Background: an optimization exercise with open tools, aiming at small area and a short achievable clock period. Do not read the settings as production practice. The RTL was checked by simulation tests, not by an equivalence proof against the original design. In this run the design's own scripts or RTL, not TritonCTS, make the clock network. The clock input has no modelled driver; a real chip could not lean on it and would need a root buffer or a full tree. No activity file was given, so power comes from the tool's default toggle rates.

===== flow/design.v =====
module spi_master_top (
    input                    clk_i          ,
    input                    rstn_i         ,
    input                    miso_i         ,
    output reg               sck_o          ,
    output                   mosi_o         ,
    output                   spi_oe_o       ,               
    output      [7:0]        ssn_o          ,
    input                    stb_i          ,
    input       [1:0]        addr_i         ,
    input                    we_i           ,
    input       [7:0]        data_i         ,
    output reg  [7:0]        data_o         ,
    output reg               ack_o          ,
    output reg               int_o
);
reg              rstn_sync         ;
reg              rstn_temp         ;
always @(posedge clk_i or negedge rstn_i) begin
    if (!rstn_i) begin
        rstn_sync <= 1'b0;
        rstn_temp <= 1'b0;
    end
    else begin
        rstn_temp <= 1'b1;
        rstn_sync <= rstn_temp;
    end
end
wire             srst   = ~rstn_sync ;              
wire             wb_wr      = stb_i & we_i ;
wire             wr_con     = wb_wr & (addr_i == 2'b00);
wire             wr_sta     = wb_wr & (addr_i == 2'b01);
wire             wr_ext     = wb_wr & (addr_i == 2'b11);
reg              con5_n    ;                        
wire             con5      = ~con5_n;
reg    [7:0]     con_r     ;                        
wire   [7:0]     spi_con   = {con_r[7:6], con5, con_r[4:0]};
always @(posedge clk_i or negedge rstn_sync) begin
    if (!rstn_sync)
        con5_n <= 1'b0;
    else if (wr_con)
        con5_n <= ~data_i[5];
end
always @(posedge clk_i) begin
    if (srst)
        con_r <= 8'h00;
    else if (wr_con)
        con_r <= data_i;
end
wire             spi_en     = spi_con[7];
wire             spi_int_en = spi_con[6];
wire             cpol       = spi_con[4];
wire             cpha       = spi_con[3];
wire   [2:0]     sck_sel    = spi_con[2:0];
wire             me         = spi_con[7] & con5;    
assign           spi_oe_o   = con5;
reg    [7:0]     spi_ext   ;
always @(posedge clk_i) begin
    if (srst)
        spi_ext <= 8'h08;
    else if (me && wr_ext)
        spi_ext <= data_i;
end
wire   [1:0]     intcnt_sel = spi_ext[7:6];
wire   [2:0]     sck_mode   = spi_ext[5:3];
wire   [2:0]     slave_sel  = spi_ext[2:0];
reg              wfifo_ren ;
reg              rfifo_wen ;
reg              db7       ;                        
reg    [6:0]     db_lo     ;                        
wire   [7:0]     data_buf  = {db7, db_lo};
wire             fclr       = srst | ~spi_en;
wire             wfifo_wen  = stb_i & (addr_i == 2'b10) & ack_o &  we_i;
wire             rfifo_ren  = stb_i & (addr_i == 2'b10) & ack_o & ~we_i;
reg    [7:0]     wmem [0:3];
reg    [2:0]     wwp, wrp;
always @(posedge clk_i) begin
    if (fclr) begin
        wwp <= 3'd0;
        wrp <= 3'd0;
    end
    else begin
        wwp <= wwp + {2'b00, wfifo_wen};
        wrp <= wrp + {2'b00, wfifo_ren};
    end
end
integer i;
wire   [7:0]     wdin = data_i & {8{rstn_sync}};
always @(posedge clk_i) begin
    for (i = 0; i < 4; i = i + 1)
        if (srst || (wfifo_wen && wwp[1:0] == i))
            wmem[i] <= wdin;
end
wire   [7:0]     wfifo_dout = wmem[wrp[1:0]];
wire             wfifo_emp  = (wwp == wrp);
wire             wfifo_ful  = (wwp[2] != wrp[2]) && (wwp[1:0] == wrp[1:0]);
reg    [7:0]     rmem [0:3];
reg    [2:0]     rwp, rrp;
always @(posedge clk_i) begin
    if (fclr) begin
        rwp <= 3'd0;
        rrp <= 3'd0;
    end
    else begin
        rwp <= rwp + {2'b00, rfifo_wen};
        rrp <= rrp + {2'b00, rfifo_ren};
    end
end
wire   [7:0]     rdin = data_buf & {8{rstn_sync}};
always @(posedge clk_i) begin
    for (i = 0; i < 4; i = i + 1)
        if (srst || (rfifo_wen && rwp[1:0] == i))
            rmem[i] <= rdin;
end
wire   [7:0]     rfifo_dout = rmem[rrp[1:0]];
wire             rfifo_emp  = (rwp == rrp);
wire             rfifo_ful  = (rwp[2] != rrp[2]) && (rwp[1:0] == rrp[1:0]);
reg    [1:0]     trans_cnt ;
reg              spi_int_f ;
reg              wr_col_f  ;
always @(posedge clk_i) begin
    if (srst)
        trans_cnt <= 2'd0;
    else if (me) begin
        if (wr_ext)
            trans_cnt <= intcnt_sel;
        else if (rfifo_wen)
            trans_cnt <= (|trans_cnt) ? trans_cnt - 2'd1 : intcnt_sel;
    end
end
always @(posedge clk_i) begin
    if (srst)
        spi_int_f <= 1'b0;
    else if (me)
        spi_int_f <= (wr_sta & data_i[7]) ? 1'b0 : (spi_int_f | (~|trans_cnt & rfifo_wen));
end
always @(posedge clk_i) begin
    if (srst)
        wr_col_f <= 1'b0;
    else if (me)
        wr_col_f <= (wr_sta & data_i[6]) ? 1'b0 : (wr_col_f | (wfifo_wen & wfifo_ful));
end
wire   [7:0]     spi_sta = {spi_int_f, wr_col_f, 2'b00, wfifo_ful, wfifo_emp, rfifo_ful, rfifo_emp};
always @(posedge clk_i or negedge rstn_sync) begin
    if (!rstn_sync)
        data_o <= 8'h00;
    else if (me) begin
        case (addr_i)
            2'b00 : data_o <= spi_con    ;
            2'b01 : data_o <= spi_sta    ;
            2'b10 : data_o <= rfifo_dout ;
            2'b11 : data_o <= spi_ext    ;
        endcase
    end
end
always @(posedge clk_i or negedge rstn_sync) begin
    if (!rstn_sync)
        ack_o <= 1'b0;
    else if (me)
        ack_o <= stb_i & ~ack_o;
end
always @(posedge clk_i or negedge rstn_sync) begin
    if (!rstn_sync)
        int_o <= 1'b0;
    else if (me)
        int_o <= spi_int_en & spi_int_f;
end
localparam [2:0] IDLE = 3'b000,
                 ST   = 3'b001,
                 P2   = 3'b011,
                 P1   = 3'b010,
                 CT   = 3'b110;
reg    [2:0]     state     ;
reg    [12:0]    clk_cnt   ;
reg    [12:0]    reload    ;
always @(*) begin
    case (sck_mode)
        3'b010 : case (sck_sel)
            3'd0 : reload = 13'd4;
            3'd1 : reload = 13'd9;
            3'd2 : reload = 13'd19;
            3'd3 : reload = 13'd79;
            3'd4 : reload = 13'd159;
            3'd5 : reload = 13'd319;
            3'd6 : reload = 13'd1279;
            default : reload = 13'd2559;
        endcase
        3'b100 : case (sck_sel)
            3'd0 : reload = 13'd4;
            3'd1 : reload = 13'd24;
            3'd2 : reload = 13'd49;
            3'd3 : reload = 13'd99;
            3'd4 : reload = 13'd249;
            3'd5 : reload = 13'd499;
            3'd6 : reload = 13'd2499;
            default : reload = 13'd4999;
        endcase
        default : case (sck_sel)
            3'd0 : reload = 13'h1;
            3'd1 : reload = 13'h3;
            3'd2 : reload = 13'h7;
            3'd3 : reload = 13'h1f;
            3'd4 : reload = 13'h7f;
            3'd5 : reload = 13'h1ff;
            3'd6 : reload = 13'h7ff;
            default : reload = 13'h1fff;
        endcase
    endcase
end
reg              trans_en  ;
wire             cnt_run  = !trans_en && state != IDLE;
always @(posedge clk_i) begin
    if (me) begin
        if (cnt_run) begin
            clk_cnt  <= clk_cnt - 13'd1;
            trans_en <= (clk_cnt == 13'd1);
        end
        else begin
            clk_cnt  <= reload;
            trans_en <= 1'b0;
        end
    end
end
reg    [2:0]     bit_cnt   ;
reg              ssn_n     ;                        
always @(posedge clk_i or negedge rstn_sync) begin
    if (!rstn_sync) begin
        sck_o       <= 1'b0;
        db7         <= 1'b0;
        ssn_n       <= 1'b0;
    end
    else if (me) begin
        case (state)
            IDLE: begin
                db7 <= wfifo_dout[7];
                sck_o       <= cpol;
                ssn_n       <= ~wfifo_emp;
            end
            ST: begin
                if (trans_en && cpha)
                    sck_o <= ~sck_o;
            end
            P2: begin
                if (trans_en)
                    sck_o <= ~sck_o;
            end
            P1: begin
                if (trans_en) begin
                    db7 <= db_lo[6];
                    if (bit_cnt != 3'd0)
                        sck_o <= ~sck_o;
                end
            end
            CT: begin
                if (wfifo_emp)
                    sck_o <= cpol;
                else begin
                    db7 <= wfifo_dout[7];
                    sck_o       <= ~sck_o;
                end
            end
            default: ;
        endcase
    end
end
always @(posedge clk_i) begin
    if (me) begin
        case (state)
            IDLE: begin
                bit_cnt       <= 3'd7;
                db_lo <= wfifo_dout[6:0];
            end
            P1: begin
                if (trans_en) begin
                    db_lo <= {db_lo[5:0], miso_i};
                    bit_cnt       <= bit_cnt - 3'd1;
                end
            end
            CT: begin
                if (!wfifo_emp) begin
                    bit_cnt       <= 3'd7;
                    db_lo <= wfifo_dout[6:0];
                end
            end
            default: ;
        endcase
    end
end
always @(posedge clk_i) begin
    if (srst) begin
        state     <= IDLE;
        wfifo_ren <= 1'b0;
        rfifo_wen <= 1'b0;
    end
    else if (me) begin
        wfifo_ren <= 1'b0;
        rfifo_wen <= 1'b0;
        case (state)
            IDLE: begin
                if (!wfifo_emp)
                    state <= ST;
            end
            ST: begin
                if (trans_en) begin
                    wfifo_ren <= 1'b1;
                    state     <= P2;
                end
            end
            P2: begin
                if (trans_en)
                    state <= P1;
            end
            P1: begin
                if (trans_en) begin
                    if (bit_cnt == 3'd0) begin
                        rfifo_wen <= 1'b1;
                        state     <= CT;
                    end
                    else
                        state <= P2;
                end
            end
            CT: begin
                if (wfifo_emp)
                    state <= IDLE;
                else begin
                    wfifo_ren <= 1'b1;
                    state     <= P2;
                end
            end
            default: state <= IDLE;
        endcase
    end
end
assign mosi_o = db7;
genvar g;
generate
    for (g = 0; g < 8; g = g + 1) begin : g_ssn
        assign ssn_o[g] = ~(ssn_n & (slave_sel == g));
    end
endgenerate
endmodule

===== flow/flow/cts_hook.tcl =====
# Replaces clock_tree_synthesis with a flat clock tree: the clock port drives
# CTS_NLEAF clock buffers, each placed at the centre of a cluster of flip-flops
# (k-means on their locations) and driving that cluster's clock pins.
proc clock_tree_synthesis { args } {
  set nleaf 4
  if { [info exists ::env(CTS_NLEAF)] } { set nleaf $::env(CTS_NLEAF) }
  set bufname sky130_fd_sc_hd__clkbuf_16
  if { [info exists ::env(CTS_LEAF_BUF)] } { set bufname $::env(CTS_LEAF_BUF) }
  set block [ord::get_db_block]
  set clk_net [$block findNet clk_i]
  set sinks {}
  set xs {}
  set ys {}
  foreach it [$clk_net getITerms] {
    set inst [$it getInst]
    set loc [$inst getLocation]
    set m [$inst getMaster]
    lappend sinks $it
    lappend xs [expr {[lindex $loc 0] + [$m getWidth] / 2.0}]
    lappend ys [expr {[lindex $loc 1] + [$m getHeight] / 2.0}]
  }
  set n [llength $sinks]
  # initial centres: sinks spread by sorted x then y
  set order [lsort -integer -indices [lmap x $xs {expr {int($x)}}]]
  set cx {}
  set cy {}
  for {set k 0} {$k < $nleaf} {incr k} {
    set i [lindex $order [expr {int(($k + 0.5) * $n / $nleaf)}]]
    lappend cx [lindex $xs $i]
    lappend cy [lindex $ys $i]
  }
  set capf 1.2
  if { [info exists ::env(CTS_CAP_FACTOR)] } { set capf $::env(CTS_CAP_FACTOR) }
  set cap [expr {int(ceil($capf * $n / $nleaf))}]
  for {set iter 0} {$iter < 30} {incr iter} {
    # balanced assignment: sinks in order of distance to nearest centre, capped cluster size
    set cnt [lrepeat $nleaf 0]
    set pairs {}
    for {set i 0} {$i < $n} {incr i} {
      for {set k 0} {$k < $nleaf} {incr k} {
        set d [expr {abs([lindex $xs $i] - [lindex $cx $k]) + abs([lindex $ys $i] - [lindex $cy $k])}]
        lappend pairs [list $d $i $k]
      }
    }
    set asg [lrepeat $n -1]
    foreach p [lsort -real -index 0 $pairs] {
      lassign $p d i k
      if {[lindex $asg $i] >= 0} continue
      if {[lindex $cnt $k] >= $cap} continue
      lset asg $i $k
      lset cnt $k [expr {[lindex $cnt $k] + 1}]
    }
    set sx [lrepeat $nleaf 0.0]
    set sy [lrepeat $nleaf 0.0]
    for {set i 0} {$i < $n} {incr i} {
      set k [lindex $asg $i]
      lset sx $k [expr {[lindex $sx $k] + [lindex $xs $i]}]
      lset sy $k [expr {[lindex $sy $k] + [lindex $ys $i]}]
    }
    for {set k 0} {$k < $nleaf} {incr k} {
      if {[lindex $cnt $k] > 0} {
        lset cx $k [expr {[lindex $sx $k] / [lindex $cnt $k]}]
        lset cy $k [expr {[lindex $sy $k] / [lindex $cnt $k]}]
      }
    }
  }
  set master [[ord::get_db] findMaster $bufname]
  set nets {}
  # optional root buffer between the clock port and the leaf buffers
  set leaf_in $clk_net
  if { [info exists ::env(CTS_ROOT_BUF)] && $::env(CTS_ROOT_BUF) ne "" } {
    set rmaster [[ord::get_db] findMaster $::env(CTS_ROOT_BUF)]
    set rinst [odb::dbInst_create $block $rmaster "clkbuf_root"]
    set leaf_in [odb::dbNet_create $block "clknet_root"]
    $leaf_in setSigType CLOCK
    [$rinst findITerm A] connect $clk_net
    [$rinst findITerm X] connect $leaf_in
    set mx 0.0
    set my 0.0
    for {set k 0} {$k < $nleaf} {incr k} {
      set mx [expr {$mx + [lindex $cx $k] / $nleaf}]
      set my [expr {$my + [lindex $cy $k] / $nleaf}]
    }
    $rinst setLocation [expr {int($mx - [$rmaster getWidth] / 2.0)}] [expr {int($my - [$rmaster getHeight] / 2.0)}]
    $rinst setPlacementStatus PLACED
  }
  for {set k 0} {$k < $nleaf} {incr k} {
    set inst [odb::dbInst_create $block $master "clkbuf_leaf_$k"]
    set net [odb::dbNet_create $block "clknet_leaf_$k"]
    $net setSigType CLOCK
    [$inst findITerm A] connect $leaf_in
    [$inst findITerm X] connect $net
    set x [expr {int([lindex $cx $k] - [$master getWidth] / 2.0)}]
    set y [expr {int([lindex $cy $k] - [$master getHeight] / 2.0)}]
    $inst setLocation $x $y
    $inst setPlacementStatus PLACED
    lappend nets $net
    puts "clock leaf $k: [lindex $cnt $k] sinks at ($x, $y)"
  }
  set dmax [lrepeat $nleaf 0]
  for {set i 0} {$i < $n} {incr i} {
    set k [lindex $asg $i]
    set d [expr {int(abs([lindex $xs $i] - [lindex $cx $k]) + abs([lindex $ys $i] - [lindex $cy $k]))}]
    if {$d > [lindex $dmax $k]} { lset dmax $k $d }
  }
  puts "clock leaf max sink distances (dbu): $dmax"
  for {set i 0} {$i < $n} {incr i} {
    set it [lindex $sinks $i]
    $it disconnect
    $it connect [lindex $nets [lindex $asg $i]]
  }
  $clk_net setSigType CLOCK
  set_propagated_clock [all_clocks]
}

===== flow/constraint.sdc =====
create_clock -name core_clock -period 5.0 [get_ports {clk_i}]
set_input_delay 1.0000 -clock core_clock [delete_from_list [all_inputs] [get_ports {clk_i}]]
set_output_delay 1.0000 -clock core_clock [all_outputs]
set_load 0.01 [all_outputs]

===== flow/standard.sh =====
#!/bin/bash
# synth_recipe.tcl (not shown) runs the flow's synth.tcl, then flattens the netlist and writes it again
# the make line also repeats each setting of config.mk as NAME=value (left out here)
make -C /OpenROAD-flow-scripts/flow DESIGN_CONFIG=/design/flow/config.mk WORK_HOME=/design/flow/orfs CLKGATE_MAP_FILE= SYNTH_SCRIPT=/design/flow/synth_recipe.tcl "${@:-finish}"

===== flow/config.mk =====
export PLATFORM = sky130hd
export DESIGN_NAME = spi_master_top
export DESIGN_NICKNAME = spi_master_top
export VERILOG_FILES = /design/flow/design.v
export SDC_FILE = /design/flow/constraint.sdc
export NUM_CORES = 4
export LEC_CHECK = 0
export ABC_AREA = 1
export CAP_MARGIN = 20
export CORE_MARGIN = 2
export CORE_UTILIZATION = 40
export SETUP_SLACK_MARGIN = 2.9
export SLEW_MARGIN = 20

===== flow/flow/run.sh =====
#!/bin/bash
# Standard layout with buf_2 port buffers and a two-level clock tree: the clock
# port drives one clkbuf_16, which drives 8 clkbuf_8, each driving one cluster of flip-flops
# (flow/cts_hook.tcl replaces TritonCTS's tree building; CTS's repair steps stay).
set -euo pipefail
bash standard.sh \
  "BUFFER_PORTS_ARGS=-buffer_cell sky130_fd_sc_hd__buf_2" \
  "PRE_CTS_TCL=$(pwd)/flow/cts_hook.tcl" \
  CTS_NLEAF=8 CTS_LEAF_BUF=sky130_fd_sc_hd__clkbuf_8 CTS_ROOT_BUF=sky130_fd_sc_hd__clkbuf_16 \
  finish > flow_standard.log 2>&1

==> results_dict.tcl <==
set metrics [dict create \
    hold_viol_final 0 \
    switchingPower_mw 0.489 \
    power_frac_comb 0.099 \
    swShare 0.238 \
    max_freq_mhz 478 \
    synth-edff-count 88 \
    power.internal_mw 1.56 \
    synthDistinctLibCells 42 \
    syn_nets 756 \
    path_cells "inv_2 > nor2_4 > nand2_1 > buf_2" \
    syn_inst 729 \
    critPathSlowestCell "dfrtp_1" \
    clk_latency_ns 0.35 \
    worstSetupEndpointType "output port" \
    nFillCells 1547 \
    p_leak_nw 2.96 \
    grt_pass1_wl_um 24500 \
    synth_top_area_cell "edfxtp_1" \
    relSlewSlack 0.560 \
    place_hpwl_um 11400 \
    fin_skew_ns 0.0140 \
    die_area_um2 17300 \
    finish.net_count 796 \
    synthTopCellsByCount "nand2_1, edfxtp_1, inv_1" \
    synth_area_um2 6520 \
    drt_iter0_drc 333 \
    vdd_ir_drop_max_v 0.000229 \
    cts_hold_buffers 0 \
    grt_pass1_vias 4747 \
    cp-start-kind "flop" \
    power_mw 2.05 \
    rows 46 \
    path_clk_slew_ns 0.11 \
    vias 5056 \
    vias_per_cell 5.14 \
    place.gp.congestion 0.947 \
    stdcell_count 983 \
    ant_nets 0 \
    avgSynthCellArea_um2 8.94 \
    fp.dieW_um 132 \
    crit_fanout 4 \
    synth_ff_type "edfxtp_1" \
    reg2reg_from "con5_n" \
    cp_slowest_stage_delay_ns 0.37 \
    ios 36 \
    fin_setup_tns_ns 0 \
    synth-async-reset-ratio 0.114 \
    core-area_um2 15900 \
    p_seq_frac 0.656 \
    yosys-top-cells-area "edfxtp_1, nand2_1, dfxtp_1" \
    synth_most_common_cell "nand2_1" \
    cap_violations 0 \
    final_area_um2 7250 \
    area_growth_pct 11.3 \
    worst_slew_pin_slew_ns 0.658 \
    worstHoldPathType "reg2async" \
    start_util 0.410 \
    dp.cells 970 \
    cp_num_buf_inv 2 \
    drtPass1Iterations 5 \
    routedWlPerCell_um 15.5 \
    yosysSeqAreaShare 0.577 \
    n_antenna_cell 0 \
    place_area_um2 7000 \
    synth_top_area_share 0.405 \
    setup_viol 0 \
    power.share.clock 0.245 \
    yosysWarningCount 3 \
    drv_slew 0 \
    critical_path_required_ns 4.00 \
    pwr_density_cell_nw_per_um2 283 \
    gr-total-overflow 0 \
    status "timing/DRC/antenna clean" \
    holdWs_ns 0.176 \
    antenna_found_initial 0 \
    cp.depth 4 \
    finalCriticalPeriod_ns 2.09 \
    grtUsageTotal 0.172 \
    grt_max_degree 38 \
    drive_above_1_share 0.120 \
    crit_family "flip-flops" \
    die_y_um 132 \
    period_share 0.418 \
    totalWireLength_um 15200 \
    ys_seq_elements 140 \
    r2r_cells 9 \
    r2r-end "bit_cnt[2]" \
    port_buffers 35 \
    critPathKind "reg2out" \
    worst-endpoint-arrival_ns 1.09 \
    seqCellArea_um2 3770 \
    drc_errors 0 \
    rsz0062_at_grt "true" \
    multi_input_area_um2 2420 \
    rrSetupSlack_ns 3.04 \
]
## metal layers
metal | vias up | global-route usage | routed length (um)
li1 | 2508 | - | -
met1 | 2385 | 0.235 | 6960
met2 | 137 | 0.298 | 7190
met3 | 26 | 0.0185 | 673
met4 | 0 | 0.0308 | 375
met5 | - | 0 | 0
## final cells by class
class / instances / area share
inverters: 94 / 0.0514
repair buffers: 45 / 0.0388
plain buffers: 9 / 0.0186
well taps: 216 / 0.0373
multi-input cells: 479 / 0.334
flip-flops and latches: 140 / 0.520
## repair_timing
item / 4_1_cts / 5_1_grt
setup buffers: 3 / 1
setup endpoints to repair: 58 / 45
pin swaps: 5 / 8
gates cloned: 0 / 0
gates resized for setup: 18 / 8
## state kept, by name, summed over array words and instances, names as in the netlist, 3 cells and up
signal and flops:
rmem 32, wmem 32, clk_cnt 13, data_o 8, spi_ext 8, con_r 7
db_lo 7, bit_cnt 3, rrp 3, rwp 3, state 3, wrp 3
wwp 3
## worst max-delay path by stage
stage / from / end / slack, ns
final: ssn_n / ssn_o[2] / 2.91
after global routing: ssn_n / ssn_o[1] / 2.82
after CTS: spi_ext[0] / ssn_o[1] / 2.87
after detailed placement: addr_i[0] / wmem[3][3] / 2.02
after global placement: addr_i[0] / wmem[2][1] / 2.10
after floorplan: addr_i[0] / wmem[0][0] / 2.65
## kinds of logic after synthesis
group	synth area share
DFF	0.577
xor gates and xnor gates	0.0146
and+or+nand+nor	0.210
AOI/OAI and AO/OA	0.107
adders and majority gates	0.0230
buffers and inverters	0.0670
other	0.000575
## worst register-to-register path: cells and delay by family, from the launching register on
family | cells | cell delay (ns)
buf+inv | 5 | 0.67
compound gates | 2 | 0.30
flops | 1 | 0.39
simple gates | 2 | 0.35
## per-stage QoR
| step | util | worst slack [ns] |
|---|---|---|
| after floorplan | - | 2.65 |
| after global placement | 0.441 | 2.10 |
| after detailed placement | 0.441 | 2.02 |
| after CTS | 0.454 | 2.87 |
| after global routing | 0.457 | 2.82 |
| final | 0.457 | 2.91 |
## placed cells by master, fill, tap and decap left out, drive strengths merged, types with 12 or more instances in the layout
cell	count
nand2	198
nor2	73
inv	93
edfxtp	88
dfrtp	16
buf	44
ha	12
o21ai	61
nand4	13
dfxtp	36
nand3	35
a21oi	41
## power groups by stage
stage	logic, mW	clock network [mW]	registers (mW)
2_1_floorplan	0.0978	0	1.38
3_3_place_gp	0.192	0	1.37
3_5_place_dp	0.196	0	1.37
5_1_grt	0.226	0.567	1.35
6_report	0.202	0.503	1.35
4_1_cts	0.204	0.528	1.35

[separate check: timing with driven ports]
The flow's constraints put no driver on any port. The routed layout listed below was extracted and timed again, unchanged, in two steps. Step 1 assumes that a clkbuf_16 drives the clock port and a buf_2 every other input. Step 2 times the ports against the registers' clock, not the clock port: input delays grow and output delays shrink by t, the midpoint of the rising clock arrivals with the driver on. Three values: ideal, step 1, step 2; two values: the first two.
t (ns): 0.386
setup WS [ns]: 2.908 / 2.869 / 2.577
worst setup path at the end: input to register
After both steps setup and hold are still met in this run. For this run, drivers alone change the setup slack by -0.039 ns; drivers and shift together by -0.331 ns.
